Context: an optimization exercise on an open-source flow, tuned for small area, a short achievable clock period and few clock cycles. The choices shown serve that exercise and are no tape-out recipe. Function was checked by simulation only, so behaviour that the tests miss may differ from the original. Power is estimated from default activity; no workload was simulated.

$ cat flow/flow/run.sh
#!/bin/bash
set -euo pipefail
bash standard.sh SETUP_SLACK_MARGIN=6.3 finish > make_finish.log 2>&1
$ cat flow/standard.sh
#!/bin/bash
# synth_recipe.tcl (not shown) runs the flow's synth.tcl, then flattens the netlist and writes it again
# the make line also repeats each setting of config.mk as NAME=value (left out here)
make -C /OpenROAD-flow-scripts/flow DESIGN_CONFIG=/design/flow/config.mk WORK_HOME=/design/flow/orfs CLKGATE_MAP_FILE= SYNTH_SCRIPT=/design/flow/synth_recipe.tcl "${@:-finish}"
$ cat flow/config.mk
export PLATFORM = sky130hd
export DESIGN_NAME = CONVCOR
export DESIGN_NICKNAME = CONVCOR
export VERILOG_FILES = /design/flow/design.v
export SDC_FILE = /design/flow/constraint.sdc
export NUM_CORES = 4
export LEC_CHECK = 0
export CAP_MARGIN = 20
export CORE_MARGIN = 2
export CORE_UTILIZATION = 40
export SLEW_MARGIN = 20
$ cat flow/constraint.sdc
create_clock -name core_clock -period 10.0 [get_ports {clk}]
set_input_delay 2.0000 -clock core_clock [delete_from_list [all_inputs] [get_ports {clk}]]
set_output_delay 2.0000 -clock core_clock [all_outputs]
set_load 0.01 [all_outputs]
$ cat flow/design.v
module CONVCOR(
  input             clk,
  input             rst_n,
  input             in_valid,
  input      [15:0] in_a,
  input      [15:0] in_b,
  input             in_mode,
  output            out_valid,
  output     [35:0] out
);
reg  [3:0]  cnt;           
reg         mode;          
reg  [15:0] ra0, ra1, ra2, rb0, rb1, rb2;   
reg  [15:0] x;             
reg  [3:0]  yr_one, yr_two, yr_neg, yi_one, yi_two, yi_neg;
reg  [1:0]  np, nq;
reg  [17:0] ps_ra, ps_rb, ps_ia, ps_ib;
reg  [35:0] acc, q, o;
reg         uacc;          
reg         ld_q, o_sum, o_q;
reg         ov;
wire        idle    = (cnt == 4'd0);
wire        start   = idle & in_valid;
wire        mode_nx = start ? in_mode : mode;
wire        cj      = idle ? in_mode : mode;
reg  [3:0]  cnt_nx;
always @(*) begin
  if (!rst_n)                                          cnt_nx = 4'd0;
  else if (idle)                                       cnt_nx = in_valid ? 4'd2 : 4'd0;
  else if ((mode && cnt == 4'd6) || (!mode && cnt == 4'd12)) cnt_nx = 4'd0;
  else                                                 cnt_nx = cnt + 4'd1;
end
reg [1:0] xs, ys;
reg       uacc_nx, ld_q_nx, o_sum_nx, o_q_nx, ov_nx;
always @(*) begin
  xs = 2'd3; ys = 2'd3;
  uacc_nx = 1'b0; ld_q_nx = 1'b0; o_sum_nx = 1'b0; o_q_nx = 1'b0; ov_nx = 1'b0;
  if (mode) begin
    case (cnt)
      4'd3: uacc_nx = 1'b1;
      4'd4: begin uacc_nx = 1'b1; o_sum_nx = 1'b1; end
      4'd5: ov_nx = 1'b1;
      default: ;
    endcase
  end else begin
    case (cnt)
      4'd2:  begin xs = 2'd0;             o_sum_nx = 1'b1; end
      4'd3:  begin xs = 2'd0; ys = 2'd1; end
      4'd4:  begin xs = 2'd1; ys = 2'd1; uacc_nx = 1'b1; ld_q_nx = 1'b1; end
      4'd5:  begin xs = 2'd0; ys = 2'd1; end
      4'd6:  begin xs = 2'd2; ys = 2'd1; uacc_nx = 1'b1; end
      4'd7:  begin xs = 2'd1; ys = 2'd0; uacc_nx = 1'b1; ld_q_nx = 1'b1; o_q_nx = 1'b1; ov_nx = 1'b1; end
      4'd8:  begin xs = 2'd1; ys = 2'd2;                                  o_q_nx = 1'b1; ov_nx = 1'b1; end
      4'd9:  begin xs = 2'd2; ys = 2'd2; uacc_nx = 1'b1; o_sum_nx = 1'b1;                 ov_nx = 1'b1; end
      4'd10: begin                                         o_sum_nx = 1'b1;                 ov_nx = 1'b1; end
      4'd11: begin                                                                          ov_nx = 1'b1; end
      default: ;
    endcase
  end
  if (!rst_n) begin
    uacc_nx = 1'b0; ld_q_nx = 1'b0; o_sum_nx = 1'b0; o_q_nx = 1'b0; ov_nx = 1'b0;
  end
end
always @(posedge clk) begin
  cnt  <= cnt_nx;
  mode <= mode_nx;
  uacc <= uacc_nx; ld_q <= ld_q_nx; o_sum <= o_sum_nx; o_q <= o_q_nx;
  ov   <= ov_nx;
end
wire ld_ring = (cnt <= 4'd3);
always @(posedge clk) begin
  ra0 <= ld_ring ? in_a : ra2;  ra1 <= ra0;  ra2 <= ra1;
  rb0 <= ld_ring ? in_b : rb2;  rb1 <= rb0;  rb2 <= rb1;
end
wire [15:0] x_nx = (xs == 2'd0) ? ra0 : (xs == 2'd1) ? ra1 : (xs == 2'd2) ? ra2 : in_a;
wire [15:0] y_nx = (ys == 2'd0) ? rb0 : (ys == 2'd1) ? rb1 : (ys == 2'd2) ? rb2 : in_b;
function [11:0] booth;   
  input [7:0] v;
  input       ng;
  integer k;
  reg b2, b1, b0;
  begin
    for (k = 0; k < 4; k = k + 1) begin
      b2 = v[2*k+1]; b1 = v[2*k]; b0 = (k == 0) ? 1'b0 : v[2*k-1];
      booth[k]     = b1 ^ b0;
      booth[4+k]   = (b2 & ~b1 & ~b0) | (~b2 & b1 & b0);
      booth[8+k]   = b2 ^ ng;
    end
  end
endfunction
wire [11:0] eyr = booth(y_nx[15:8], 1'b0);
wire [11:0] eyi = booth(y_nx[7:0], cj);
always @(posedge clk) begin
  x <= x_nx;
  {yr_neg, yr_two, yr_one} <= eyr;
  {yi_neg, yi_two, yi_one} <= eyi;
  np <= {eyr[11] & ~eyi[11], eyr[11] ^ ~eyi[11]};
  nq <= {eyr[11] & eyi[11],  eyr[11] ^ eyi[11]};
end
wire [17:0] ra, rb, ia, ib;
ptree u_pt (.xr(x[15:8]), .xi(x[7:0]),
            .yr_one(yr_one), .yr_two(yr_two), .yr_neg(yr_neg),
            .yi_one(yi_one), .yi_two(yi_two), .yi_neg(yi_neg),
            .np(np), .nq(nq), .ra(ra), .rb(rb), .ia(ia), .ib(ib));
always @(posedge clk) begin
  ps_ra <= ra; ps_rb <= rb; ps_ia <= ia; ps_ib <= ib;
end
wire [35:0] accg = {36{uacc}} & acc;
wire [17:0] gr = accg[35:18], gi = accg[17:0];
wire [17:0] sr_s = ps_ra ^ ps_rb ^ gr;
wire [17:0] sr_c = (ps_ra & ps_rb) | (ps_ra & gr) | (ps_rb & gr);
wire [17:0] si_s = ps_ia ^ ps_ib ^ gi;
wire [17:0] si_c = (ps_ia & ps_ib) | (ps_ia & gi) | (ps_ib & gi);
wire [17:0] sr = sr_s + {sr_c[16:0], 1'b0};
wire [17:0] si = si_s + {si_c[16:0], 1'b0};
wire [35:0] sum = {sr, si};
always @(posedge clk) begin
  acc <= sum;
  if (ld_q) q <= sum;
  if (o_sum)    o <= sum;
  else if (o_q) o <= q;
end
assign out_valid = ov;
assign out = {36{ov}} & o;
endmodule
module ptree(
  input  [7:0] xr, input [7:0] xi,
  input  [3:0] yr_one, input [3:0] yr_two, input [3:0] yr_neg,
  input  [3:0] yi_one, input [3:0] yi_two, input [3:0] yi_neg,
  input  [1:0] np, input [1:0] nq,
  output [17:0] ra, output [17:0] rb, output [17:0] ia, output [17:0] ib
);
  wire r_w1 = (yr_one[0] & xr[0]) ^ yr_neg[0];
  wire r_w2 = ((yr_one[0] & xr[1]) | (yr_two[0] & xr[0])) ^ yr_neg[0];
  wire r_w3 = ((yr_one[0] & xr[2]) | (yr_two[0] & xr[1])) ^ yr_neg[0];
  wire r_w4 = ((yr_one[0] & xr[3]) | (yr_two[0] & xr[2])) ^ yr_neg[0];
  wire r_w5 = ((yr_one[0] & xr[4]) | (yr_two[0] & xr[3])) ^ yr_neg[0];
  wire r_w6 = ((yr_one[0] & xr[5]) | (yr_two[0] & xr[4])) ^ yr_neg[0];
  wire r_w7 = ((yr_one[0] & xr[6]) | (yr_two[0] & xr[5])) ^ yr_neg[0];
  wire r_w8 = ((yr_one[0] & xr[7]) | (yr_two[0] & xr[6])) ^ yr_neg[0];
  wire r_w9 = ((yr_one[0] & xr[7]) | (yr_two[0] & xr[7])) ^ yr_neg[0];
  wire r_w10 = ~r_w9;
  wire r_w11 = (yr_one[1] & xr[0]) ^ yr_neg[1];
  wire r_w12 = ((yr_one[1] & xr[1]) | (yr_two[1] & xr[0])) ^ yr_neg[1];
  wire r_w13 = ((yr_one[1] & xr[2]) | (yr_two[1] & xr[1])) ^ yr_neg[1];
  wire r_w14 = ((yr_one[1] & xr[3]) | (yr_two[1] & xr[2])) ^ yr_neg[1];
  wire r_w15 = ((yr_one[1] & xr[4]) | (yr_two[1] & xr[3])) ^ yr_neg[1];
  wire r_w16 = ((yr_one[1] & xr[5]) | (yr_two[1] & xr[4])) ^ yr_neg[1];
  wire r_w17 = ((yr_one[1] & xr[6]) | (yr_two[1] & xr[5])) ^ yr_neg[1];
  wire r_w18 = ((yr_one[1] & xr[7]) | (yr_two[1] & xr[6])) ^ yr_neg[1];
  wire r_w19 = ((yr_one[1] & xr[7]) | (yr_two[1] & xr[7])) ^ yr_neg[1];
  wire r_w20 = ~r_w19;
  wire r_w21 = (yr_one[2] & xr[0]) ^ yr_neg[2];
  wire r_w22 = ((yr_one[2] & xr[1]) | (yr_two[2] & xr[0])) ^ yr_neg[2];
  wire r_w23 = ((yr_one[2] & xr[2]) | (yr_two[2] & xr[1])) ^ yr_neg[2];
  wire r_w24 = ((yr_one[2] & xr[3]) | (yr_two[2] & xr[2])) ^ yr_neg[2];
  wire r_w25 = ((yr_one[2] & xr[4]) | (yr_two[2] & xr[3])) ^ yr_neg[2];
  wire r_w26 = ((yr_one[2] & xr[5]) | (yr_two[2] & xr[4])) ^ yr_neg[2];
  wire r_w27 = ((yr_one[2] & xr[6]) | (yr_two[2] & xr[5])) ^ yr_neg[2];
  wire r_w28 = ((yr_one[2] & xr[7]) | (yr_two[2] & xr[6])) ^ yr_neg[2];
  wire r_w29 = ((yr_one[2] & xr[7]) | (yr_two[2] & xr[7])) ^ yr_neg[2];
  wire r_w30 = ~r_w29;
  wire r_w31 = (yr_one[3] & xr[0]) ^ yr_neg[3];
  wire r_w32 = ((yr_one[3] & xr[1]) | (yr_two[3] & xr[0])) ^ yr_neg[3];
  wire r_w33 = ((yr_one[3] & xr[2]) | (yr_two[3] & xr[1])) ^ yr_neg[3];
  wire r_w34 = ((yr_one[3] & xr[3]) | (yr_two[3] & xr[2])) ^ yr_neg[3];
  wire r_w35 = ((yr_one[3] & xr[4]) | (yr_two[3] & xr[3])) ^ yr_neg[3];
  wire r_w36 = ((yr_one[3] & xr[5]) | (yr_two[3] & xr[4])) ^ yr_neg[3];
  wire r_w37 = ((yr_one[3] & xr[6]) | (yr_two[3] & xr[5])) ^ yr_neg[3];
  wire r_w38 = ((yr_one[3] & xr[7]) | (yr_two[3] & xr[6])) ^ yr_neg[3];
  wire r_w39 = ((yr_one[3] & xr[7]) | (yr_two[3] & xr[7])) ^ yr_neg[3];
  wire r_w40 = ~r_w39;
  wire r_w41 = (yi_one[0] & xi[0]) ^ ~yi_neg[0];
  wire r_w42 = ((yi_one[0] & xi[1]) | (yi_two[0] & xi[0])) ^ ~yi_neg[0];
  wire r_w43 = ((yi_one[0] & xi[2]) | (yi_two[0] & xi[1])) ^ ~yi_neg[0];
  wire r_w44 = ((yi_one[0] & xi[3]) | (yi_two[0] & xi[2])) ^ ~yi_neg[0];
  wire r_w45 = ((yi_one[0] & xi[4]) | (yi_two[0] & xi[3])) ^ ~yi_neg[0];
  wire r_w46 = ((yi_one[0] & xi[5]) | (yi_two[0] & xi[4])) ^ ~yi_neg[0];
  wire r_w47 = ((yi_one[0] & xi[6]) | (yi_two[0] & xi[5])) ^ ~yi_neg[0];
  wire r_w48 = ((yi_one[0] & xi[7]) | (yi_two[0] & xi[6])) ^ ~yi_neg[0];
  wire r_w49 = ((yi_one[0] & xi[7]) | (yi_two[0] & xi[7])) ^ ~yi_neg[0];
  wire r_w50 = ~r_w49;
  wire r_w51 = (yi_one[1] & xi[0]) ^ ~yi_neg[1];
  wire r_w52 = ((yi_one[1] & xi[1]) | (yi_two[1] & xi[0])) ^ ~yi_neg[1];
  wire r_w53 = ((yi_one[1] & xi[2]) | (yi_two[1] & xi[1])) ^ ~yi_neg[1];
  wire r_w54 = ((yi_one[1] & xi[3]) | (yi_two[1] & xi[2])) ^ ~yi_neg[1];
  wire r_w55 = ((yi_one[1] & xi[4]) | (yi_two[1] & xi[3])) ^ ~yi_neg[1];
  wire r_w56 = ((yi_one[1] & xi[5]) | (yi_two[1] & xi[4])) ^ ~yi_neg[1];
  wire r_w57 = ((yi_one[1] & xi[6]) | (yi_two[1] & xi[5])) ^ ~yi_neg[1];
  wire r_w58 = ((yi_one[1] & xi[7]) | (yi_two[1] & xi[6])) ^ ~yi_neg[1];
  wire r_w59 = ((yi_one[1] & xi[7]) | (yi_two[1] & xi[7])) ^ ~yi_neg[1];
  wire r_w60 = ~r_w59;
  wire r_w61 = (yi_one[2] & xi[0]) ^ ~yi_neg[2];
  wire r_w62 = ((yi_one[2] & xi[1]) | (yi_two[2] & xi[0])) ^ ~yi_neg[2];
  wire r_w63 = ((yi_one[2] & xi[2]) | (yi_two[2] & xi[1])) ^ ~yi_neg[2];
  wire r_w64 = ((yi_one[2] & xi[3]) | (yi_two[2] & xi[2])) ^ ~yi_neg[2];
  wire r_w65 = ((yi_one[2] & xi[4]) | (yi_two[2] & xi[3])) ^ ~yi_neg[2];
  wire r_w66 = ((yi_one[2] & xi[5]) | (yi_two[2] & xi[4])) ^ ~yi_neg[2];
  wire r_w67 = ((yi_one[2] & xi[6]) | (yi_two[2] & xi[5])) ^ ~yi_neg[2];
  wire r_w68 = ((yi_one[2] & xi[7]) | (yi_two[2] & xi[6])) ^ ~yi_neg[2];
  wire r_w69 = ((yi_one[2] & xi[7]) | (yi_two[2] & xi[7])) ^ ~yi_neg[2];
  wire r_w70 = ~r_w69;
  wire r_w71 = (yi_one[3] & xi[0]) ^ ~yi_neg[3];
  wire r_w72 = ((yi_one[3] & xi[1]) | (yi_two[3] & xi[0])) ^ ~yi_neg[3];
  wire r_w73 = ((yi_one[3] & xi[2]) | (yi_two[3] & xi[1])) ^ ~yi_neg[3];
  wire r_w74 = ((yi_one[3] & xi[3]) | (yi_two[3] & xi[2])) ^ ~yi_neg[3];
  wire r_w75 = ((yi_one[3] & xi[4]) | (yi_two[3] & xi[3])) ^ ~yi_neg[3];
  wire r_w76 = ((yi_one[3] & xi[5]) | (yi_two[3] & xi[4])) ^ ~yi_neg[3];
  wire r_w77 = ((yi_one[3] & xi[6]) | (yi_two[3] & xi[5])) ^ ~yi_neg[3];
  wire r_w78 = ((yi_one[3] & xi[7]) | (yi_two[3] & xi[6])) ^ ~yi_neg[3];
  wire r_w79 = ((yi_one[3] & xi[7]) | (yi_two[3] & xi[7])) ^ ~yi_neg[3];
  wire r_w80 = ~r_w79;
  wire r_w81 = r_w5 ^ r_w13 ^ r_w21;
  wire r_w82 = (r_w5 & r_w13) | (r_w5 & r_w21) | (r_w13 & r_w21);
  wire r_w83 = r_w6 ^ r_w14;
  wire r_w84 = r_w6 & r_w14;
  wire r_w85 = r_w7 ^ r_w15 ^ r_w23;
  wire r_w86 = (r_w7 & r_w15) | (r_w7 & r_w23) | (r_w15 & r_w23);
  wire r_w87 = r_w31 ^ r_w47 ^ r_w55;
  wire r_w88 = (r_w31 & r_w47) | (r_w31 & r_w55) | (r_w47 & r_w55);
  wire r_w89 = r_w8 ^ r_w16 ^ r_w24;
  wire r_w90 = (r_w8 & r_w16) | (r_w8 & r_w24) | (r_w16 & r_w24);
  wire r_w91 = r_w32 ^ r_w48 ^ r_w56;
  wire r_w92 = (r_w32 & r_w48) | (r_w32 & r_w56) | (r_w48 & r_w56);
  wire r_w93 = r_w64 ^ r_w72;
  wire r_w94 = r_w64 & r_w72;
  wire r_w95 = r_w10 ^ r_w17 ^ r_w25;
  wire r_w96 = (r_w10 & r_w17) | (r_w10 & r_w25) | (r_w17 & r_w25);
  wire r_w97 = r_w33 ^ r_w50 ^ r_w57;
  wire r_w98 = (r_w33 & r_w50) | (r_w33 & r_w57) | (r_w50 & r_w57);
  wire r_w99 = r_w65 ^ r_w73;
  wire r_w100 = r_w65 & r_w73;
  wire r_w101 = r_w18 ^ r_w26 ^ r_w34;
  wire r_w102 = (r_w18 & r_w26) | (r_w18 & r_w34) | (r_w26 & r_w34);
  wire r_w103 = r_w58 ^ r_w66 ^ r_w74;
  wire r_w104 = (r_w58 & r_w66) | (r_w58 & r_w74) | (r_w66 & r_w74);
  wire r_w105 = r_w20 ^ r_w27 ^ r_w35;
  wire r_w106 = (r_w20 & r_w27) | (r_w20 & r_w35) | (r_w27 & r_w35);
  wire r_w107 = r_w60 ^ r_w67;
  wire r_w108 = r_w60 & r_w67;
  wire r_w109 = r_w3 ^ r_w11 ^ yr_neg[1];
  wire r_w110 = (r_w3 & r_w11) | (r_w3 & yr_neg[1]) | (r_w11 & yr_neg[1]);
  wire r_w111 = r_w4 ^ r_w12;
  wire r_w112 = r_w4 & r_w12;
  wire r_w113 = yr_neg[2] ^ r_w45 ^ r_w53;
  wire r_w114 = (yr_neg[2] & r_w45) | (yr_neg[2] & r_w53) | (r_w45 & r_w53);
  wire r_w115 = r_w61 ^ ~yi_neg[2];
  wire r_w116 = r_w61 & ~yi_neg[2];
  wire r_w117 = r_w22 ^ r_w46 ^ r_w54;
  wire r_w118 = (r_w22 & r_w46) | (r_w22 & r_w54) | (r_w46 & r_w54);
  wire r_w119 = r_w62 ^ r_w83 ^ r_w82;
  wire r_w120 = (r_w62 & r_w83) | (r_w62 & r_w82) | (r_w83 & r_w82);
  wire r_w121 = r_w63 ^ r_w71 ^ np[0];
  wire r_w122 = (r_w63 & r_w71) | (r_w63 & np[0]) | (r_w71 & np[0]);
  wire r_w123 = r_w85 ^ r_w87 ^ r_w84;
  wire r_w124 = (r_w85 & r_w87) | (r_w85 & r_w84) | (r_w87 & r_w84);
  wire r_w125 = np[1] ^ r_w89 ^ r_w91;
  wire r_w126 = (np[1] & r_w89) | (np[1] & r_w91) | (r_w89 & r_w91);
  wire r_w127 = r_w93 ^ r_w86 ^ r_w88;
  wire r_w128 = (r_w93 & r_w86) | (r_w93 & r_w88) | (r_w86 & r_w88);
  wire r_w129 = r_w95 ^ r_w97 ^ r_w99;
  wire r_w130 = (r_w95 & r_w97) | (r_w95 & r_w99) | (r_w97 & r_w99);
  wire r_w131 = r_w90 ^ r_w92 ^ r_w94;
  wire r_w132 = (r_w90 & r_w92) | (r_w90 & r_w94) | (r_w92 & r_w94);
  wire r_w133 = 1'b1 ^ r_w101 ^ r_w103;
  wire r_w134 = (1'b1 & r_w101) | (1'b1 & r_w103) | (r_w101 & r_w103);
  wire r_w135 = r_w96 ^ r_w98 ^ r_w100;
  wire r_w136 = (r_w96 & r_w98) | (r_w96 & r_w100) | (r_w98 & r_w100);
  wire r_w137 = r_w75 ^ 1'b1 ^ r_w105;
  wire r_w138 = (r_w75 & 1'b1) | (r_w75 & r_w105) | (1'b1 & r_w105);
  wire r_w139 = r_w107 ^ r_w102 ^ r_w104;
  wire r_w140 = (r_w107 & r_w102) | (r_w107 & r_w104) | (r_w102 & r_w104);
  wire r_w141 = r_w28 ^ r_w36 ^ r_w68;
  wire r_w142 = (r_w28 & r_w36) | (r_w28 & r_w68) | (r_w36 & r_w68);
  wire r_w143 = r_w76 ^ r_w106 ^ r_w108;
  wire r_w144 = (r_w76 & r_w106) | (r_w76 & r_w108) | (r_w106 & r_w108);
  wire r_w145 = r_w30 ^ r_w37 ^ r_w70;
  wire r_w146 = (r_w30 & r_w37) | (r_w30 & r_w70) | (r_w37 & r_w70);
  wire r_w147 = r_w77 ^ 1'b1;
  wire r_w148 = r_w77 & 1'b1;
  wire r_w149 = r_w1 ^ yr_neg[0];
  wire r_w150 = r_w1 & yr_neg[0];
  wire r_w151 = r_w43 ^ r_w51;
  wire r_w152 = r_w43 & r_w51;
  wire r_w153 = r_w44 ^ r_w52 ^ r_w111;
  wire r_w154 = (r_w44 & r_w52) | (r_w44 & r_w111) | (r_w52 & r_w111);
  wire r_w155 = r_w81 ^ r_w113 ^ r_w115;
  wire r_w156 = (r_w81 & r_w113) | (r_w81 & r_w115) | (r_w113 & r_w115);
  wire r_w157 = r_w117 ^ r_w119 ^ r_w114;
  wire r_w158 = (r_w117 & r_w119) | (r_w117 & r_w114) | (r_w119 & r_w114);
  wire r_w159 = r_w121 ^ r_w123 ^ r_w118;
  wire r_w160 = (r_w121 & r_w123) | (r_w121 & r_w118) | (r_w123 & r_w118);
  wire r_w161 = r_w125 ^ r_w127 ^ r_w122;
  wire r_w162 = (r_w125 & r_w127) | (r_w125 & r_w122) | (r_w127 & r_w122);
  wire r_w163 = r_w129 ^ r_w131 ^ r_w126;
  wire r_w164 = (r_w129 & r_w131) | (r_w129 & r_w126) | (r_w131 & r_w126);
  wire r_w165 = r_w133 ^ r_w135 ^ r_w130;
  wire r_w166 = (r_w133 & r_w135) | (r_w133 & r_w130) | (r_w135 & r_w130);
  wire r_w167 = r_w137 ^ r_w139 ^ r_w134;
  wire r_w168 = (r_w137 & r_w139) | (r_w137 & r_w134) | (r_w139 & r_w134);
  wire r_w169 = r_w141 ^ r_w143 ^ r_w138;
  wire r_w170 = (r_w141 & r_w143) | (r_w141 & r_w138) | (r_w143 & r_w138);
  wire r_w171 = r_w145 ^ r_w147 ^ r_w142;
  wire r_w172 = (r_w145 & r_w147) | (r_w145 & r_w142) | (r_w147 & r_w142);
  wire r_w173 = r_w38 ^ r_w78 ^ r_w146;
  wire r_w174 = (r_w38 & r_w78) | (r_w38 & r_w146) | (r_w78 & r_w146);
  wire r_w175 = r_w40 ^ r_w80;
  wire r_w176 = r_w40 & r_w80;
  wire r_w177 = r_w41 ^ ~yi_neg[0];
  wire r_w178 = r_w41 & ~yi_neg[0];
  wire r_w179 = r_w2 ^ r_w42 ^ r_w150;
  wire r_w180 = (r_w2 & r_w42) | (r_w2 & r_w150) | (r_w42 & r_w150);
  wire r_w181 = ~yi_neg[1] ^ r_w109 ^ r_w151;
  wire r_w182 = (~yi_neg[1] & r_w109) | (~yi_neg[1] & r_w151) | (r_w109 & r_w151);
  wire r_w183 = r_w110 ^ r_w153 ^ r_w152;
  wire r_w184 = (r_w110 & r_w153) | (r_w110 & r_w152) | (r_w153 & r_w152);
  wire r_w185 = r_w112 ^ r_w155 ^ r_w154;
  wire r_w186 = (r_w112 & r_w155) | (r_w112 & r_w154) | (r_w155 & r_w154);
  wire r_w187 = r_w116 ^ r_w157 ^ r_w156;
  wire r_w188 = (r_w116 & r_w157) | (r_w116 & r_w156) | (r_w157 & r_w156);
  wire r_w189 = r_w120 ^ r_w159 ^ r_w158;
  wire r_w190 = (r_w120 & r_w159) | (r_w120 & r_w158) | (r_w159 & r_w158);
  wire r_w191 = r_w124 ^ r_w161 ^ r_w160;
  wire r_w192 = (r_w124 & r_w161) | (r_w124 & r_w160) | (r_w161 & r_w160);
  wire r_w193 = r_w128 ^ r_w163 ^ r_w162;
  wire r_w194 = (r_w128 & r_w163) | (r_w128 & r_w162) | (r_w163 & r_w162);
  wire r_w195 = r_w132 ^ r_w165 ^ r_w164;
  wire r_w196 = (r_w132 & r_w165) | (r_w132 & r_w164) | (r_w165 & r_w164);
  wire r_w197 = r_w136 ^ r_w167 ^ r_w166;
  wire r_w198 = (r_w136 & r_w167) | (r_w136 & r_w166) | (r_w167 & r_w166);
  wire r_w199 = r_w140 ^ r_w169 ^ r_w168;
  wire r_w200 = (r_w140 & r_w169) | (r_w140 & r_w168) | (r_w169 & r_w168);
  wire r_w201 = r_w144 ^ r_w171 ^ r_w170;
  wire r_w202 = (r_w144 & r_w171) | (r_w144 & r_w170) | (r_w171 & r_w170);
  wire r_w203 = r_w148 ^ r_w173 ^ r_w172;
  wire r_w204 = (r_w148 & r_w173) | (r_w148 & r_w172) | (r_w173 & r_w172);
  wire r_w205 = 1'b1 ^ r_w175 ^ r_w174;
  wire r_w206 = (1'b1 & r_w175) | (1'b1 & r_w174) | (r_w175 & r_w174);
  assign ra = {1'b1, 1'b1, r_w176, r_w205, r_w203, r_w201, r_w199, r_w197, r_w195, r_w193, r_w191, r_w189, r_w187, r_w185, r_w183, r_w181, r_w179, r_w149};
  assign rb = {1'b0, 1'b0, r_w206, r_w204, r_w202, r_w200, r_w198, r_w196, r_w194, r_w192, r_w190, r_w188, r_w186, r_w184, r_w182, r_w180, r_w178, r_w177};
  wire i_w207 = (yi_one[0] & xr[0]) ^ yi_neg[0];
  wire i_w208 = ((yi_one[0] & xr[1]) | (yi_two[0] & xr[0])) ^ yi_neg[0];
  wire i_w209 = ((yi_one[0] & xr[2]) | (yi_two[0] & xr[1])) ^ yi_neg[0];
  wire i_w210 = ((yi_one[0] & xr[3]) | (yi_two[0] & xr[2])) ^ yi_neg[0];
  wire i_w211 = ((yi_one[0] & xr[4]) | (yi_two[0] & xr[3])) ^ yi_neg[0];
  wire i_w212 = ((yi_one[0] & xr[5]) | (yi_two[0] & xr[4])) ^ yi_neg[0];
  wire i_w213 = ((yi_one[0] & xr[6]) | (yi_two[0] & xr[5])) ^ yi_neg[0];
  wire i_w214 = ((yi_one[0] & xr[7]) | (yi_two[0] & xr[6])) ^ yi_neg[0];
  wire i_w215 = ((yi_one[0] & xr[7]) | (yi_two[0] & xr[7])) ^ yi_neg[0];
  wire i_w216 = ~i_w215;
  wire i_w217 = (yi_one[1] & xr[0]) ^ yi_neg[1];
  wire i_w218 = ((yi_one[1] & xr[1]) | (yi_two[1] & xr[0])) ^ yi_neg[1];
  wire i_w219 = ((yi_one[1] & xr[2]) | (yi_two[1] & xr[1])) ^ yi_neg[1];
  wire i_w220 = ((yi_one[1] & xr[3]) | (yi_two[1] & xr[2])) ^ yi_neg[1];
  wire i_w221 = ((yi_one[1] & xr[4]) | (yi_two[1] & xr[3])) ^ yi_neg[1];
  wire i_w222 = ((yi_one[1] & xr[5]) | (yi_two[1] & xr[4])) ^ yi_neg[1];
  wire i_w223 = ((yi_one[1] & xr[6]) | (yi_two[1] & xr[5])) ^ yi_neg[1];
  wire i_w224 = ((yi_one[1] & xr[7]) | (yi_two[1] & xr[6])) ^ yi_neg[1];
  wire i_w225 = ((yi_one[1] & xr[7]) | (yi_two[1] & xr[7])) ^ yi_neg[1];
  wire i_w226 = ~i_w225;
  wire i_w227 = (yi_one[2] & xr[0]) ^ yi_neg[2];
  wire i_w228 = ((yi_one[2] & xr[1]) | (yi_two[2] & xr[0])) ^ yi_neg[2];
  wire i_w229 = ((yi_one[2] & xr[2]) | (yi_two[2] & xr[1])) ^ yi_neg[2];
  wire i_w230 = ((yi_one[2] & xr[3]) | (yi_two[2] & xr[2])) ^ yi_neg[2];
  wire i_w231 = ((yi_one[2] & xr[4]) | (yi_two[2] & xr[3])) ^ yi_neg[2];
  wire i_w232 = ((yi_one[2] & xr[5]) | (yi_two[2] & xr[4])) ^ yi_neg[2];
  wire i_w233 = ((yi_one[2] & xr[6]) | (yi_two[2] & xr[5])) ^ yi_neg[2];
  wire i_w234 = ((yi_one[2] & xr[7]) | (yi_two[2] & xr[6])) ^ yi_neg[2];
  wire i_w235 = ((yi_one[2] & xr[7]) | (yi_two[2] & xr[7])) ^ yi_neg[2];
  wire i_w236 = ~i_w235;
  wire i_w237 = (yi_one[3] & xr[0]) ^ yi_neg[3];
  wire i_w238 = ((yi_one[3] & xr[1]) | (yi_two[3] & xr[0])) ^ yi_neg[3];
  wire i_w239 = ((yi_one[3] & xr[2]) | (yi_two[3] & xr[1])) ^ yi_neg[3];
  wire i_w240 = ((yi_one[3] & xr[3]) | (yi_two[3] & xr[2])) ^ yi_neg[3];
  wire i_w241 = ((yi_one[3] & xr[4]) | (yi_two[3] & xr[3])) ^ yi_neg[3];
  wire i_w242 = ((yi_one[3] & xr[5]) | (yi_two[3] & xr[4])) ^ yi_neg[3];
  wire i_w243 = ((yi_one[3] & xr[6]) | (yi_two[3] & xr[5])) ^ yi_neg[3];
  wire i_w244 = ((yi_one[3] & xr[7]) | (yi_two[3] & xr[6])) ^ yi_neg[3];
  wire i_w245 = ((yi_one[3] & xr[7]) | (yi_two[3] & xr[7])) ^ yi_neg[3];
  wire i_w246 = ~i_w245;
  wire i_w247 = (yr_one[0] & xi[0]) ^ yr_neg[0];
  wire i_w248 = ((yr_one[0] & xi[1]) | (yr_two[0] & xi[0])) ^ yr_neg[0];
  wire i_w249 = ((yr_one[0] & xi[2]) | (yr_two[0] & xi[1])) ^ yr_neg[0];
  wire i_w250 = ((yr_one[0] & xi[3]) | (yr_two[0] & xi[2])) ^ yr_neg[0];
  wire i_w251 = ((yr_one[0] & xi[4]) | (yr_two[0] & xi[3])) ^ yr_neg[0];
  wire i_w252 = ((yr_one[0] & xi[5]) | (yr_two[0] & xi[4])) ^ yr_neg[0];
  wire i_w253 = ((yr_one[0] & xi[6]) | (yr_two[0] & xi[5])) ^ yr_neg[0];
  wire i_w254 = ((yr_one[0] & xi[7]) | (yr_two[0] & xi[6])) ^ yr_neg[0];
  wire i_w255 = ((yr_one[0] & xi[7]) | (yr_two[0] & xi[7])) ^ yr_neg[0];
  wire i_w256 = ~i_w255;
  wire i_w257 = (yr_one[1] & xi[0]) ^ yr_neg[1];
  wire i_w258 = ((yr_one[1] & xi[1]) | (yr_two[1] & xi[0])) ^ yr_neg[1];
  wire i_w259 = ((yr_one[1] & xi[2]) | (yr_two[1] & xi[1])) ^ yr_neg[1];
  wire i_w260 = ((yr_one[1] & xi[3]) | (yr_two[1] & xi[2])) ^ yr_neg[1];
  wire i_w261 = ((yr_one[1] & xi[4]) | (yr_two[1] & xi[3])) ^ yr_neg[1];
  wire i_w262 = ((yr_one[1] & xi[5]) | (yr_two[1] & xi[4])) ^ yr_neg[1];
  wire i_w263 = ((yr_one[1] & xi[6]) | (yr_two[1] & xi[5])) ^ yr_neg[1];
  wire i_w264 = ((yr_one[1] & xi[7]) | (yr_two[1] & xi[6])) ^ yr_neg[1];
  wire i_w265 = ((yr_one[1] & xi[7]) | (yr_two[1] & xi[7])) ^ yr_neg[1];
  wire i_w266 = ~i_w265;
  wire i_w267 = (yr_one[2] & xi[0]) ^ yr_neg[2];
  wire i_w268 = ((yr_one[2] & xi[1]) | (yr_two[2] & xi[0])) ^ yr_neg[2];
  wire i_w269 = ((yr_one[2] & xi[2]) | (yr_two[2] & xi[1])) ^ yr_neg[2];
  wire i_w270 = ((yr_one[2] & xi[3]) | (yr_two[2] & xi[2])) ^ yr_neg[2];
  wire i_w271 = ((yr_one[2] & xi[4]) | (yr_two[2] & xi[3])) ^ yr_neg[2];
  wire i_w272 = ((yr_one[2] & xi[5]) | (yr_two[2] & xi[4])) ^ yr_neg[2];
  wire i_w273 = ((yr_one[2] & xi[6]) | (yr_two[2] & xi[5])) ^ yr_neg[2];
  wire i_w274 = ((yr_one[2] & xi[7]) | (yr_two[2] & xi[6])) ^ yr_neg[2];
  wire i_w275 = ((yr_one[2] & xi[7]) | (yr_two[2] & xi[7])) ^ yr_neg[2];
  wire i_w276 = ~i_w275;
  wire i_w277 = (yr_one[3] & xi[0]) ^ yr_neg[3];
  wire i_w278 = ((yr_one[3] & xi[1]) | (yr_two[3] & xi[0])) ^ yr_neg[3];
  wire i_w279 = ((yr_one[3] & xi[2]) | (yr_two[3] & xi[1])) ^ yr_neg[3];
  wire i_w280 = ((yr_one[3] & xi[3]) | (yr_two[3] & xi[2])) ^ yr_neg[3];
  wire i_w281 = ((yr_one[3] & xi[4]) | (yr_two[3] & xi[3])) ^ yr_neg[3];
  wire i_w282 = ((yr_one[3] & xi[5]) | (yr_two[3] & xi[4])) ^ yr_neg[3];
  wire i_w283 = ((yr_one[3] & xi[6]) | (yr_two[3] & xi[5])) ^ yr_neg[3];
  wire i_w284 = ((yr_one[3] & xi[7]) | (yr_two[3] & xi[6])) ^ yr_neg[3];
  wire i_w285 = ((yr_one[3] & xi[7]) | (yr_two[3] & xi[7])) ^ yr_neg[3];
  wire i_w286 = ~i_w285;
  wire i_w287 = i_w211 ^ i_w219 ^ i_w227;
  wire i_w288 = (i_w211 & i_w219) | (i_w211 & i_w227) | (i_w219 & i_w227);
  wire i_w289 = i_w212 ^ i_w220;
  wire i_w290 = i_w212 & i_w220;
  wire i_w291 = i_w213 ^ i_w221 ^ i_w229;
  wire i_w292 = (i_w213 & i_w221) | (i_w213 & i_w229) | (i_w221 & i_w229);
  wire i_w293 = i_w237 ^ i_w253 ^ i_w261;
  wire i_w294 = (i_w237 & i_w253) | (i_w237 & i_w261) | (i_w253 & i_w261);
  wire i_w295 = i_w214 ^ i_w222 ^ i_w230;
  wire i_w296 = (i_w214 & i_w222) | (i_w214 & i_w230) | (i_w222 & i_w230);
  wire i_w297 = i_w238 ^ i_w254 ^ i_w262;
  wire i_w298 = (i_w238 & i_w254) | (i_w238 & i_w262) | (i_w254 & i_w262);
  wire i_w299 = i_w270 ^ i_w278;
  wire i_w300 = i_w270 & i_w278;
  wire i_w301 = i_w216 ^ i_w223 ^ i_w231;
  wire i_w302 = (i_w216 & i_w223) | (i_w216 & i_w231) | (i_w223 & i_w231);
  wire i_w303 = i_w239 ^ i_w256 ^ i_w263;
  wire i_w304 = (i_w239 & i_w256) | (i_w239 & i_w263) | (i_w256 & i_w263);
  wire i_w305 = i_w271 ^ i_w279;
  wire i_w306 = i_w271 & i_w279;
  wire i_w307 = i_w224 ^ i_w232 ^ i_w240;
  wire i_w308 = (i_w224 & i_w232) | (i_w224 & i_w240) | (i_w232 & i_w240);
  wire i_w309 = i_w264 ^ i_w272 ^ i_w280;
  wire i_w310 = (i_w264 & i_w272) | (i_w264 & i_w280) | (i_w272 & i_w280);
  wire i_w311 = i_w226 ^ i_w233 ^ i_w241;
  wire i_w312 = (i_w226 & i_w233) | (i_w226 & i_w241) | (i_w233 & i_w241);
  wire i_w313 = i_w266 ^ i_w273;
  wire i_w314 = i_w266 & i_w273;
  wire i_w315 = i_w209 ^ i_w217 ^ yi_neg[1];
  wire i_w316 = (i_w209 & i_w217) | (i_w209 & yi_neg[1]) | (i_w217 & yi_neg[1]);
  wire i_w317 = i_w210 ^ i_w218;
  wire i_w318 = i_w210 & i_w218;
  wire i_w319 = yi_neg[2] ^ i_w251 ^ i_w259;
  wire i_w320 = (yi_neg[2] & i_w251) | (yi_neg[2] & i_w259) | (i_w251 & i_w259);
  wire i_w321 = i_w267 ^ yr_neg[2];
  wire i_w322 = i_w267 & yr_neg[2];
  wire i_w323 = i_w228 ^ i_w252 ^ i_w260;
  wire i_w324 = (i_w228 & i_w252) | (i_w228 & i_w260) | (i_w252 & i_w260);
  wire i_w325 = i_w268 ^ i_w289 ^ i_w288;
  wire i_w326 = (i_w268 & i_w289) | (i_w268 & i_w288) | (i_w289 & i_w288);
  wire i_w327 = i_w269 ^ i_w277 ^ nq[0];
  wire i_w328 = (i_w269 & i_w277) | (i_w269 & nq[0]) | (i_w277 & nq[0]);
  wire i_w329 = i_w291 ^ i_w293 ^ i_w290;
  wire i_w330 = (i_w291 & i_w293) | (i_w291 & i_w290) | (i_w293 & i_w290);
  wire i_w331 = nq[1] ^ i_w295 ^ i_w297;
  wire i_w332 = (nq[1] & i_w295) | (nq[1] & i_w297) | (i_w295 & i_w297);
  wire i_w333 = i_w299 ^ i_w292 ^ i_w294;
  wire i_w334 = (i_w299 & i_w292) | (i_w299 & i_w294) | (i_w292 & i_w294);
  wire i_w335 = i_w301 ^ i_w303 ^ i_w305;
  wire i_w336 = (i_w301 & i_w303) | (i_w301 & i_w305) | (i_w303 & i_w305);
  wire i_w337 = i_w296 ^ i_w298 ^ i_w300;
  wire i_w338 = (i_w296 & i_w298) | (i_w296 & i_w300) | (i_w298 & i_w300);
  wire i_w339 = 1'b1 ^ i_w307 ^ i_w309;
  wire i_w340 = (1'b1 & i_w307) | (1'b1 & i_w309) | (i_w307 & i_w309);
  wire i_w341 = i_w302 ^ i_w304 ^ i_w306;
  wire i_w342 = (i_w302 & i_w304) | (i_w302 & i_w306) | (i_w304 & i_w306);
  wire i_w343 = i_w281 ^ 1'b1 ^ i_w311;
  wire i_w344 = (i_w281 & 1'b1) | (i_w281 & i_w311) | (1'b1 & i_w311);
  wire i_w345 = i_w313 ^ i_w308 ^ i_w310;
  wire i_w346 = (i_w313 & i_w308) | (i_w313 & i_w310) | (i_w308 & i_w310);
  wire i_w347 = i_w234 ^ i_w242 ^ i_w274;
  wire i_w348 = (i_w234 & i_w242) | (i_w234 & i_w274) | (i_w242 & i_w274);
  wire i_w349 = i_w282 ^ i_w312 ^ i_w314;
  wire i_w350 = (i_w282 & i_w312) | (i_w282 & i_w314) | (i_w312 & i_w314);
  wire i_w351 = i_w236 ^ i_w243 ^ i_w276;
  wire i_w352 = (i_w236 & i_w243) | (i_w236 & i_w276) | (i_w243 & i_w276);
  wire i_w353 = i_w283 ^ 1'b1;
  wire i_w354 = i_w283 & 1'b1;
  wire i_w355 = i_w207 ^ yi_neg[0];
  wire i_w356 = i_w207 & yi_neg[0];
  wire i_w357 = i_w249 ^ i_w257;
  wire i_w358 = i_w249 & i_w257;
  wire i_w359 = i_w250 ^ i_w258 ^ i_w317;
  wire i_w360 = (i_w250 & i_w258) | (i_w250 & i_w317) | (i_w258 & i_w317);
  wire i_w361 = i_w287 ^ i_w319 ^ i_w321;
  wire i_w362 = (i_w287 & i_w319) | (i_w287 & i_w321) | (i_w319 & i_w321);
  wire i_w363 = i_w323 ^ i_w325 ^ i_w320;
  wire i_w364 = (i_w323 & i_w325) | (i_w323 & i_w320) | (i_w325 & i_w320);
  wire i_w365 = i_w327 ^ i_w329 ^ i_w324;
  wire i_w366 = (i_w327 & i_w329) | (i_w327 & i_w324) | (i_w329 & i_w324);
  wire i_w367 = i_w331 ^ i_w333 ^ i_w328;
  wire i_w368 = (i_w331 & i_w333) | (i_w331 & i_w328) | (i_w333 & i_w328);
  wire i_w369 = i_w335 ^ i_w337 ^ i_w332;
  wire i_w370 = (i_w335 & i_w337) | (i_w335 & i_w332) | (i_w337 & i_w332);
  wire i_w371 = i_w339 ^ i_w341 ^ i_w336;
  wire i_w372 = (i_w339 & i_w341) | (i_w339 & i_w336) | (i_w341 & i_w336);
  wire i_w373 = i_w343 ^ i_w345 ^ i_w340;
  wire i_w374 = (i_w343 & i_w345) | (i_w343 & i_w340) | (i_w345 & i_w340);
  wire i_w375 = i_w347 ^ i_w349 ^ i_w344;
  wire i_w376 = (i_w347 & i_w349) | (i_w347 & i_w344) | (i_w349 & i_w344);
  wire i_w377 = i_w351 ^ i_w353 ^ i_w348;
  wire i_w378 = (i_w351 & i_w353) | (i_w351 & i_w348) | (i_w353 & i_w348);
  wire i_w379 = i_w244 ^ i_w284 ^ i_w352;
  wire i_w380 = (i_w244 & i_w284) | (i_w244 & i_w352) | (i_w284 & i_w352);
  wire i_w381 = i_w246 ^ i_w286;
  wire i_w382 = i_w246 & i_w286;
  wire i_w383 = i_w247 ^ yr_neg[0];
  wire i_w384 = i_w247 & yr_neg[0];
  wire i_w385 = i_w208 ^ i_w248 ^ i_w356;
  wire i_w386 = (i_w208 & i_w248) | (i_w208 & i_w356) | (i_w248 & i_w356);
  wire i_w387 = yr_neg[1] ^ i_w315 ^ i_w357;
  wire i_w388 = (yr_neg[1] & i_w315) | (yr_neg[1] & i_w357) | (i_w315 & i_w357);
  wire i_w389 = i_w316 ^ i_w359 ^ i_w358;
  wire i_w390 = (i_w316 & i_w359) | (i_w316 & i_w358) | (i_w359 & i_w358);
  wire i_w391 = i_w318 ^ i_w361 ^ i_w360;
  wire i_w392 = (i_w318 & i_w361) | (i_w318 & i_w360) | (i_w361 & i_w360);
  wire i_w393 = i_w322 ^ i_w363 ^ i_w362;
  wire i_w394 = (i_w322 & i_w363) | (i_w322 & i_w362) | (i_w363 & i_w362);
  wire i_w395 = i_w326 ^ i_w365 ^ i_w364;
  wire i_w396 = (i_w326 & i_w365) | (i_w326 & i_w364) | (i_w365 & i_w364);
  wire i_w397 = i_w330 ^ i_w367 ^ i_w366;
  wire i_w398 = (i_w330 & i_w367) | (i_w330 & i_w366) | (i_w367 & i_w366);
  wire i_w399 = i_w334 ^ i_w369 ^ i_w368;
  wire i_w400 = (i_w334 & i_w369) | (i_w334 & i_w368) | (i_w369 & i_w368);
  wire i_w401 = i_w338 ^ i_w371 ^ i_w370;
  wire i_w402 = (i_w338 & i_w371) | (i_w338 & i_w370) | (i_w371 & i_w370);
  wire i_w403 = i_w342 ^ i_w373 ^ i_w372;
  wire i_w404 = (i_w342 & i_w373) | (i_w342 & i_w372) | (i_w373 & i_w372);
  wire i_w405 = i_w346 ^ i_w375 ^ i_w374;
  wire i_w406 = (i_w346 & i_w375) | (i_w346 & i_w374) | (i_w375 & i_w374);
  wire i_w407 = i_w350 ^ i_w377 ^ i_w376;
  wire i_w408 = (i_w350 & i_w377) | (i_w350 & i_w376) | (i_w377 & i_w376);
  wire i_w409 = i_w354 ^ i_w379 ^ i_w378;
  wire i_w410 = (i_w354 & i_w379) | (i_w354 & i_w378) | (i_w379 & i_w378);
  wire i_w411 = 1'b1 ^ i_w381 ^ i_w380;
  wire i_w412 = (1'b1 & i_w381) | (1'b1 & i_w380) | (i_w381 & i_w380);
  assign ia = {1'b1, 1'b1, i_w382, i_w411, i_w409, i_w407, i_w405, i_w403, i_w401, i_w399, i_w397, i_w395, i_w393, i_w391, i_w389, i_w387, i_w385, i_w355};
  assign ib = {1'b0, 1'b0, i_w412, i_w410, i_w408, i_w406, i_w404, i_w402, i_w400, i_w398, i_w396, i_w394, i_w392, i_w390, i_w388, i_w386, i_w384, i_w383};
endmodule
==> results of run 1 <==
-- path summary, 6_finish.rpt --
kind | slack, ns | cells past startpoint | endpoint
setup / recovery | 6.38 | 2 | out_valid
hold / removal | 0.34 | 0 | rb2[2]
setup reg to reg | 6.44 | 8 | ps_ra[7]
hold reg to reg | 0.34 | 0 | rb2[2]
-- where the power goes --
part	switching [µW]	leakage (µW)	internal (µW)
clock network	514	0.000587	808
registers	224	0.00276	1810
logic	2330	0.00515	1650
-- worst reg2reg max path, delay by kind of cell, from the launching register on --
kind	cells	cell delay, ns
buffers and inverters	2	0.11
flip-flops	1	0.93
XOR/XNOR	1	0.23
adder cells (fa/ha/maj)	4	1.94
AO/OA/AOI/OAI	1	0.24
-- final cells by class --
class	count	area [µm²]
Tap cell	585	732
Sequential cell	322	7190
Clock buffer	50	1040
Inverter	224	843
Clock inverter	12	150
Multi-Input combinational cell	934	9210
Timing Repair Buffer	88	863
Fill cell	3965	23200
-- kinds of logic (layout without fill, tap and decap cells) --
| group | count (synthesis) | count (layout) |
|---|---|---|
| flops | 322 | 322 |
| buf+inv | 322 | 374 |
| compound gates | 250 | 250 |
| simple gates | 218 | 218 |
| fa+ha+maj | 192 | 192 |
| xor+xnor | 175 | 175 |
| mux | 99 | 99 |
-- layout by cell type, fill, tap and decap left out, drive strengths merged, types with 8 or more instances in the layout --
master,synthesis,final
o21ai,40,40
clkbuf,82,51
clkdlybuf4s50,0,36
mux2,64,64
fa,130,130
mux4,32,32
clkinv,1,8
ha,62,62
edfxtp,73,73
nand2,74,74
buf,16,15
nor3,10,10
a22oi,112,112
a21o,8,8
xor2,80,80
o21a,12,12
inv,223,224
nand2b,12,12
dlygate4sd2,0,36
and2,49,49
a21oi,35,35
nor2b,10,10
nor2,41,41
dfxtp,249,249
xnor2,95,95
-- state kept, by name, indices dropped and copies added (netlist names), 16 cells and up --
name	cells
acc	36
o	36
q	36
ps_ia	16
ps_ib	16
ps_ra	16
ps_rb	16
ra0	16
ra1	16
ra2	16
rb0	16
rb1	16
rb2	16
x	16
-- per-layer routing --
layer	up-vias	share of wire [%]	track usage (%)
met1	5427	46	22.8
met4	0	3.1	6.59
met3	74	5.6	2.75
met5	-	0	0
li1	5256	-	-
met2	313	45	27.3
-- what timing repair did --
| item | CTS | global route |
|---|---|---|
| pin swaps | 0 | 1 |
| buffers inserted | 3 | 0 |
| gates cloned | 0 | 1 |
| hold buffers | 0 | 0 |
| gates resized for setup | 44 | 6 |
| setup endpoints to repair | 41 | 10 |
-- stage by stage --
stage / total power [µW] / worst slack [ns] / cell area [µm²] / std cells
final: 7330 / 6.38 / 20000 / 2215
after global routing: 8180 / 6.29 / 20000 / 2215
after CTS: 7450 / 6.32 / 20000 / 2214
after detailed placement: 6070 / 6.10 / 18800 / 2149
after global placement: 6000 / 6.17 / 18800 / 2149
after floorplan: 5050 / 6.38 / 17600 / 1578
==> flow_summary.toml, run 1 <==
[logic_synthesis]
post_synth_mux_area_share_pct = 8.40
synthMostInstantiatedCell = "sky130_fd_sc_hd__dfxtp_1"
synthXorXnorAreaFrac_pct = 8.71
yosys_most_used_dff = "sky130_fd_sc_hd__dfxtp_1"
synth.net_count = 1806
synth.avg_cell_area_um2 = 11.2
synth_adder_area_share_pct = 19.2
yosys_register_bits = 322
synth_area_leaders = "sky130_fd_sc_hd__dfxtp_1, sky130_fd_sc_hd__fa_1, sky130_fd_sc_hd__edfxtp_1, sky130_fd_sc_hd__a22oi_1, sky130_fd_sc_hd__inv_1"
netlist.top_cell.by_area = "sky130_fd_sc_hd__dfxtp_1"
yosys_warnings = 1
syn-cell-area_um2 = 17600
simple_gate_share_of_the_synthesized_area_pct = 6.13
unique_cell_type_count_in_the_yosys_netlist = 59
async_reset_ff_share_pct = 0
ys_seq_area_share_pct = 40.8
netlist_instances = 1578
synth_top_area_share_pct = 28.3
synth_top_family_by_area = "adder cells"
synth_edf_count = 73
post_synth_most_frequent_cells = "sky130_fd_sc_hd__dfxtp_1, sky130_fd_sc_hd__inv_1, sky130_fd_sc_hd__fa_1, sky130_fd_sc_hd__a22oi_1, sky130_fd_sc_hd__xnor2_1"
synth_compound_gate_area_share_pct = 9.78

[layout]
syn2layout_area_growth_pct = 13.8
design.final.nets = 1834
finalCoreUtilization_pct = 46.3
n_antenna_cell = 0
drive_gt1_share_pct = 11.4

[placed_design]
final_hpwl_from_detailed_placement_um = 25000
port_buffers = 72
globalplace.congestion = 0.835

[timing]
timing.final.setup_violations = 0
rsz_0062_raised_after_global_routing = "true"
layout_min_cycle_time_ns = 3.62
max_freq_mhz = 276
report.final.hold_viol_count = 0
final_max_slew_viol_count = 0
clock_skew_ns = 0.0202
layout_worst_path_cycle_share_pct = 36.2
totalNegativeSetupSlack_ns = 0
tightestPinTransition_ns = 1.03
relSlewSlack_pct = 31.1
final.hold.worst_slack_ns = 0.342

[setup_path]
path_max_fanout = 18
critical-path-max-stage-delay_ns = 0.54
timing.critical_path.max_delay_family = "buffers and inverters"
critical_path_cell_by_cell = "buf_12 -> clkdlybuf4s50_1"
critPathSlowestCell = "sky130_fd_sc_hd__clkdlybuf4s50_1"
timing.critical_path.buf_inv = 2
crit_path_start = "ov"
path_class = "reg -> out"
timing.critical_path.from_type = "register"
kind_of_end_point_of_the_critical_path = "output port"
cp.arrival_ns = 1.62
timing.rr.start = "yr_one[2]"
cp_data_required_time_ns = 8.00

[global_routing]
grt_start_max_net_pins = 39
grt_remaining_overflow = 0
grtUsageTotal_pct = 16.9
wire_length_of_the_first_global_routing_pass_um = 60300
number_of_antenna_violations_at_the_first_check_in_global_routing = 0
first_global_vias = 11248

[pwr]
cellLeakagePower_uw = 0.00850
max-vdd-ir-drop_mv = 0.167
cellPowerDensity_nw_per_um2 = 366

[routing]
postRouteAntennaNets = 0
drt_iter0_markers = 636
detail_route.wl_per_cell_um = 16.9
detailed_route_via_count = 11070
drt_pre_antenna_iters = 6
via_per_inst = 5.00
detail_route.wirelength_um = 37400
route.detailed.drc = 0

[run_status]
outcome = "timing/DRC/antenna clean"

[die]
dieWidth_um = 214
pin_count = 73
floorplan.initialDensity_pct = 40.7
std_cell_rows = 76
design.core.area_um2 = 43300
design.die.area_um2 = 45700
chip_height_um = 214

[worst_hold_path]
hp-class = "reg -> reg"
worstHoldStart = "rb1[2]"

[cts]
clkSinkCount = 322
htreeDepth = 2
clk_latency_ns = 0.54
clkTransAtPathRegs_ns = 0.06
tritoncts = "yes"
cts.root.buffer_cell = "sky130_fd_sc_hd__clkbuf_16"
cts_buffers = 36
cts_max_path_buffers = 3

[run]
timing.max_cap.violations = 0
Testbench counts, summed over its fixed seeds: cycles 21,468.
==> run 2: changes to the inputs <==
==> flow/flow/run.sh (replaced) <==
#!/bin/bash
set -euo pipefail
bash standard.sh SETUP_SLACK_MARGIN=6.6 finish > make_finish.log 2>&1
--- a/flow/config.mk
+++ b/flow/config.mk
@@ -8,4 +8,4 @@
 export CAP_MARGIN = 20
 export CORE_MARGIN = 2
-export CORE_UTILIZATION = 40
+export CORE_UTILIZATION = 60
 export SLEW_MARGIN = 20
==> run 2 against run 1 <==
Compared with the run above: still clean; via count grew 2.1%; clock-buffer cell count decreased by 3; non-clock buffer count grew 25; final area rose by 1.7%; global-route usage increased by 7.6 points; sequential power about the same; final cell count fell by 8.0%; combinational power rose by 4%; register-to-register slack improved by 0.16 ns; clock skew fell by 0.0048 ns; critical endpoint is now out[35]; highest routed layer unchanged.
==> flow_summary.toml, run 2 <==
[run_status]
outcome = "timing/DRC/antenna clean"

[setup_path]
crit_path_start = "ov"
path_max_fanout = 5
timing.critical_path.from_type = "register"
crit_path_end = "out[35]"
timing.rr.start = "uacc"
cp.arrival_ns = 1.51
worst_r2r_endpoint = "o[15]"
reg2reg_depth = 11
path_class = "reg -> out"
cp_data_required_time_ns = 8.00
kind_of_end_point_of_the_critical_path = "output port"
rrSetupSlack_ns = 6.60

[pwr]
cellLeakagePower_uw = 0.00864
cellPowerDensity_nw_per_um2 = 369
max-vdd-ir-drop_mv = 0.183

[timing]
layout_worst_path_cycle_share_pct = 35.1
layout_min_cycle_time_ns = 3.51
setup_ws_ns = 6.49
max_freq_mhz = 285
totalNegativeSetupSlack_ns = 0
rsz_0062_raised_after_global_routing = "true"
final_max_slew_viol_count = 0
tightestPinTransition_ns = 0.965
clock_skew_ns = 0.0154
timing.final.setup_violations = 0
report.final.hold_viol_count = 0
relSlewSlack_pct = 35.7

[cts]
clkTransAtPathRegs_ns = 0.06
cts.root.buffer_cell = "sky130_fd_sc_hd__clkbuf_16"
clk_latency_ns = 0.51
cts_buffers = 34
clkSinkCount = 322
tritoncts = "yes"
htreeDepth = 2
cts_max_path_buffers = 3

[die]
design.core.area_um2 = 28800
floorplan.initialDensity_pct = 61.2
design.die.area_um2 = 30700
chip_height_um = 175
pin_count = 73
std_cell_rows = 62
dieWidth_um = 175

[worst_hold_path]
holdPathStages = 0
hp-class = "reg -> reg"

[logic_synthesis]
synth.avg_cell_area_um2 = 11.2
synth.net_count = 1806
synth_top_area_share_pct = 28.3
async_reset_ff_share_pct = 0
synth_area_leaders = "sky130_fd_sc_hd__dfxtp_1, sky130_fd_sc_hd__fa_1, sky130_fd_sc_hd__edfxtp_1, sky130_fd_sc_hd__a22oi_1, sky130_fd_sc_hd__inv_1"
netlist_instances = 1578
yosys_register_bits = 322
post_synth_most_frequent_cells = "sky130_fd_sc_hd__dfxtp_1, sky130_fd_sc_hd__inv_1, sky130_fd_sc_hd__fa_1, sky130_fd_sc_hd__a22oi_1, sky130_fd_sc_hd__xnor2_1"
syn-cell-area_um2 = 17600
yosys_warnings = 1
synth_edf_count = 73
unique_cell_type_count_in_the_yosys_netlist = 59
yosys_most_used_dff = "sky130_fd_sc_hd__dfxtp_1"
ys_seq_area_share_pct = 40.8
netlist.top_cell.by_area = "sky130_fd_sc_hd__dfxtp_1"
synthMostInstantiatedCell = "sky130_fd_sc_hd__dfxtp_1"

[layout]
drive_gt1_share_pct = 19.9
syn2layout_area_growth_pct = 15.8
design.final.nets = 1857
commonest_non_fill_non_tap_cell_in_the_layout = "sky130_fd_sc_hd__inv_1"
layout_top_registers = "acc (36), o (36), q (36)"
num-fill-cells = 2148
mostFrequentLayoutCells = "sky130_fd_sc_hd__inv_1, sky130_fd_sc_hd__dfxtp_1, sky130_fd_sc_hd__fa_1"
n_antenna_cell = 0

[global_routing]
number_of_antenna_violations_at_the_first_check_in_global_routing = 1
grt_start_max_net_pins = 39
wire_length_of_the_first_global_routing_pass_um = 60000
first_global_vias = 11429
grt_remaining_overflow = 0
grtUsageTotal_pct = 24.5

[placed_design]
final_hpwl_from_detailed_placement_um = 23800
globalplace.congestion = 0.835
detailedPlace.worstSlack_ns = 6.17
port_buffers = 72

[run]
timing.max_cap.violations = 0

[routing]
detailed_route_via_count = 11299
postRouteAntennaNets = 0
route.detailed.drc = 0
drt_pre_antenna_iters = 6
detail_route.wirelength_um = 36600
drt_iter0_markers = 977
detail_route.wl_per_cell_um = 17.9
via_per_inst = 5.54
[run 2: what timing repair did]
action                                  4_1_cts  5_1_grt
endpoints found under the setup margin       81       71
cloned                                        5        0
pin swaps                                    10        8
setup buffers                                15        9
hold buffers                                  0        0
gates resized for setup                     206       87
hold endpoints to repair                      0        0
[run 2: metrics by stage]
step / hold WS, ns / area (µm²) / std cells / total power, µW / util (%)
final: 0.342 / 20400 / 2038 / 7510 / 70.8
after floorplan: 0.323 / 17600 / 1578 / 5050 / -
after global routing: 0.345 / 20400 / 2038 / 8290 / 70.8
after detailed placement: 0.332 / 18500 / 1948 / 6050 / 64.3
after CTS: 0.345 / 20000 / 2029 / 7430 / 69.7
after global placement: 0.326 / 18500 / 1948 / 5950 / 64.3
[run 2: layer usage]
| layer | share of wire, % | GRT usage [%] | up-vias |
|---|---|---|---|
| met5 | 0 | 0 | - |
| li1 | - | - | 5315 |
| met4 | 1.9 | 6.53 | 0 |
| met3 | 6.6 | 4.35 | 59 |
| met1 | 44 | 33.9 | 5551 |
| met2 | 47 | 40.0 | 374 |
[run 2: worst min-delay path by stage]
stage / startpoint / to / slack (ns)
finish: rb0[13] / rb1[13] / 0.34
global route: rb0[13] / rb1[13] / 0.35
CTS: rb0[15] / rb1[15] / 0.34
detailed placement: ra1[2] / ra2[2] / 0.33
global placement: ra1[4] / ra2[4] / 0.33
floorplan: rb1[15] / rb2[15] / 0.32
[run 2: final cells by class]
cell class / count / area [µm²] / area share (%)
timing repair buffer: 113 / 1210 / 5.96
multi-input combinational: 934 / 9420 / 46.2
inverter: 224 / 843 / 4.14
clock buffer: 47 / 1030 / 5.07
clock inverter: 14 / 153 / 0.749
sequential: 322 / 7230 / 35.5
tap: 384 / 480 / 2.36
[run 2: cell families (layout without fill, tap and decap cells)]
logic type / after synthesis / in the layout / synth area share [%]
fa+ha+maj: 192 / 192 / 19.2
buf+inv: 322 / 398 / 7.02
xor+xnor: 175 / 175 / 8.71
simple gates: 218 / 218 / 6.13
mux: 99 / 99 / 8.40
compound gates: 250 / 250 / 9.78
flops: 322 / 322 / 40.8
[run 2: power breakdown]
| part | total, µW | leakage (µW) | switching [µW] | internal, µW |
|---|---|---|---|---|
| sequential | 2050 | 0.00276 | 242 | 1810 |
| clock | 1300 | 0.000586 | 502 | 802 |
| combinational | 4150 | 0.00530 | 2400 | 1750 |
| total | 7510 | 0.00864 | 3150 | 4370 |
[run 2: critical path: stages, from the launching register on]
cell,delay (ns)
sky130_fd_sc_hd__dfxtp_4,0.36
sky130_fd_sc_hd__buf_12,0.14
sky130_fd_sc_hd__buf_8,0.12
sky130_fd_sc_hd__buf_16,0.13
sky130_fd_sc_hd__and2_4,0.13
sky130_fd_sc_hd__buf_6,0.11
==> run 3: changes to the inputs <==
--- a/flow/config.mk
+++ b/flow/config.mk
@@ -8,4 +8,4 @@
 export CAP_MARGIN = 20
 export CORE_MARGIN = 2
-export CORE_UTILIZATION = 60
+export CORE_UTILIZATION = 40
 export SLEW_MARGIN = 20
==> run 3 against run 2 <==
Compared with the run above: register-to-register slack lost 0.02 ns; clock power hardly changed; critical endpoint is now out[17]; still clean on timing, DRC and antenna; largest power group unchanged; final area decreased by 0.21%; highest routed layer unchanged; routed wire length increased by 6.9%; sequential share of layout area is essentially flat; critical path depth unchanged; die area increased by 49%.
==> flow_summary.toml, run 3 <==
[routing]
drt_pre_antenna_iters = 5
drt_iter0_markers = 614
detailed_route_via_count = 11224
detail_route.wirelength_um = 39100
postRouteAntennaNets = 0
route.detailed.drc = 0
via_per_inst = 5.01
detail_route.wl_per_cell_um = 17.5

[layout]
syn2layout_area_growth_pct = 15.5
n_antenna_cell = 0
drive_gt1_share_pct = 18.3
fin_area_um2 = 20300
commonest_non_fill_non_tap_cell_in_the_layout = "sky130_fd_sc_hd__inv_1"
design.final.nets = 1858
mostFrequentLayoutCells = "sky130_fd_sc_hd__inv_1, sky130_fd_sc_hd__dfxtp_1, sky130_fd_sc_hd__fa_1"
layout_top_registers = "acc (36), o (36), q (36)"

[pwr]
internal_power_uw = 4290
power.combinational.fraction_pct = 55.5
max-vdd-ir-drop_mv = 0.153
sw_frac_of_total_pct = 42.3
share_clk_of_total_power_pct = 17.1
total_switching_power_uw = 3140
cellPowerDensity_nw_per_um2 = 366
power.sequential.fraction_pct = 27.3
cellLeakagePower_uw = 0.00854

[cts]
cts.root.buffer_cell = "sky130_fd_sc_hd__clkbuf_16"
cts_buffers = 36
cts_max_path_buffers = 3
clk_latency_ns = 0.53
clkTransAtPathRegs_ns = 0.06
tritoncts = "yes"
htreeDepth = 2
clkSinkCount = 322

[logic_synthesis]
syn-cell-area_um2 = 17600
yosys_register_bits = 322
synth.avg_cell_area_um2 = 11.2
synthMostInstantiatedCell = "sky130_fd_sc_hd__dfxtp_1"
yosys_most_used_dff = "sky130_fd_sc_hd__dfxtp_1"
netlist.top_cell.by_area = "sky130_fd_sc_hd__dfxtp_1"
yosys_warnings = 1
synth_edf_count = 73
synth_top_area_share_pct = 28.3
unique_cell_type_count_in_the_yosys_netlist = 59
netlist_instances = 1578
post_synth_most_frequent_cells = "sky130_fd_sc_hd__dfxtp_1, sky130_fd_sc_hd__inv_1, sky130_fd_sc_hd__fa_1, sky130_fd_sc_hd__a22oi_1, sky130_fd_sc_hd__xnor2_1"
async_reset_ff_share_pct = 0
synth_area_leaders = "sky130_fd_sc_hd__dfxtp_1, sky130_fd_sc_hd__fa_1, sky130_fd_sc_hd__edfxtp_1, sky130_fd_sc_hd__a22oi_1, sky130_fd_sc_hd__inv_1"
ys_seq_area_share_pct = 40.8
synth.net_count = 1806

[timing]
clock_skew_ns = 0.0111
final_max_slew_viol_count = 0
report.final.hold_viol_count = 0
timing.final.setup_violations = 0
rsz_0062_raised_after_global_routing = "true"
layout_worst_path_cycle_share_pct = 35.5
final.hold.worst_slack_ns = 0.343
relSlewSlack_pct = 28.0
totalNegativeSetupSlack_ns = 0
max_freq_mhz = 282
layout_min_cycle_time_ns = 3.55
tightestPinTransition_ns = 1.08

[setup_path]
kind_of_end_point_of_the_critical_path = "output port"
worst_r2r_endpoint = "o[17]"
critical_path_cell_by_cell = "buf_6 -> buf_16 -> buf_12 -> and2_4 -> buf_6"
cp_data_required_time_ns = 8.00
crit_path_start = "ov"
reg2reg_depth = 12
timing.critical_path.max_delay_family = "buffers and inverters"
cp.arrival_ns = 1.55
timing.rr.start = "uacc"
timing.critical_path.from_type = "register"
path_max_fanout = 7
critPathSlowestCell = "sky130_fd_sc_hd__dfxtp_4"
critical-path-max-stage-delay_ns = 0.38
rrSetupSlack_ns = 6.58
path_class = "reg -> out"
timing.critical_path.buf_inv = 4
path_common_cell = "sky130_fd_sc_hd__buf_6"

[run]
timing.max_cap.violations = 0

[global_routing]
grtUsageTotal_pct = 17.5
grt_start_max_net_pins = 39
wire_length_of_the_first_global_routing_pass_um = 62400
first_global_vias = 11511
number_of_antenna_violations_at_the_first_check_in_global_routing = 1
grt_remaining_overflow = 0

[placed_design]
dpl-instance-area_um2 = 18800
globalplace.congestion = 0.829
port_buffers = 72
final_hpwl_from_detailed_placement_um = 25200

[worst_hold_path]
hp-class = "reg -> reg"
holdPathStages = 0
worstHoldStart = "rb0[15]"
whs_endpoint = "rb1[15]"

[die]
chip_height_um = 214
pin_count = 73
design.core.area_um2 = 43300
floorplan.initialDensity_pct = 40.7
std_cell_rows = 76
dieWidth_um = 214
design.die.area_um2 = 45700

[run_status]
outcome = "timing/DRC/antenna clean"
-- run 3: cell counts after synthesis --
No cell type changed its count.
-- run 3: metal layers --
layer  track usage [%]  up-vias  wire, µm
met2              27.8      261     17900
met4              6.23        0      1060
met3              2.56       69      1810
li1                  -     5305         -
met1              24.3     5589     18400
met5                 0        -         0
-- run 3: cells by family (layout without fill, tap and decap cells) --
| logic type | Yosys count | after routing | synth area share (%) |
|---|---|---|---|
| flops | 322 | 322 | 40.8 |
| buf+inv | 322 | 400 | 7.02 |
| simple gates | 218 | 218 | 6.13 |
| compound gates | 250 | 250 | 9.78 |
| xor+xnor | 175 | 175 | 8.71 |
| mux | 99 | 99 | 8.40 |
| fa+ha+maj | 192 | 192 | 19.2 |
-- run 3: stage by stage --
step	cells	setup slack (ns)	total power, µW	util, %
final	2241	6.45	7430	47.0
after global routing	2241	6.41	8260	47.0
after CTS	2225	6.41	7450	46.6
after detailed placement	2150	6.10	6080	43.4
after global placement	2150	6.18	6010	43.4
after floorplan	1578	6.58	5050	-
-- run 3: worst max-delay path by stage --
stage                     cells past startpoint      end  slack [ns]
final                                         5  out[17]        6.45
after global routing                          5  out[17]        6.41
after CTS                                     3   out[6]        6.41
after detailed placement                      2  out[35]        6.10
after global placement                        2  out[28]        6.18
after floorplan                              13    o[15]        6.58
-- run 3: final cells by class --
type,count,area (µm²)
clock inverter,15,136
sequential,322,7230
multi-input combinational,934,9350
inverter,224,843
timing repair buffer,112,1040
fill,3991,22900
tap,585,732
clock buffer,49,1010
-- run 3: power by group through the flow --
stage               sequential [µW]  clock, µW  combinational (µW)
floorplan                      1890          0                3160
global placement               2040          0                3970
detailed placement             2050          0                4030
CTS                            2020       1320                4110
global route                   2060       1370                4840
finish                         2030       1270                4130
-- run 3: what timing repair did --
item,in CTS,in global routing
endpoints found under the setup margin,90,79
setup buffers,9,12
hold endpoints to repair,0,0
hold buffers,0,0
gates cloned,2,4
gates resized for setup,117,94
pin swaps,10,9

-- afterwards: timing with drivers on the ports --
The flow's constraints put no driver on any port. The routed layouts listed below were extracted and timed again, unchanged, in two steps. Step 1 sets driving cells, clkbuf_16 on the clock port and buf_2 on the other inputs (assumed; they add their load-dependent delay and slew). Step 2 also shifts input and output timing later by t, the mid clock arrival at the registers, as if the neighbouring blocks saw the same clock. a / b / c = ideal ports / drivers / drivers and shift; a / b = the first two.
run	shift t [ns]	setup slack, ns	hold slack, ns	worst setup path after step 2	pins driven straight from the clock port
run 1	0.580	6.380 / 6.324 / 6.358	0.342 / 0.342 / 0.342	input to register	1
run 2	0.549	6.490 / 6.441 / 6.361	0.342 / 0.342 / 0.342	input to register	1
run 3	0.582	6.452 / 6.395 / 6.334	0.343 / 0.343 / 0.343	input to register	1
After both steps setup and hold are still met in every run listed. For run 2, which loses most, drivers alone change the setup slack by -0.049 ns; drivers and shift together by -0.129 ns.
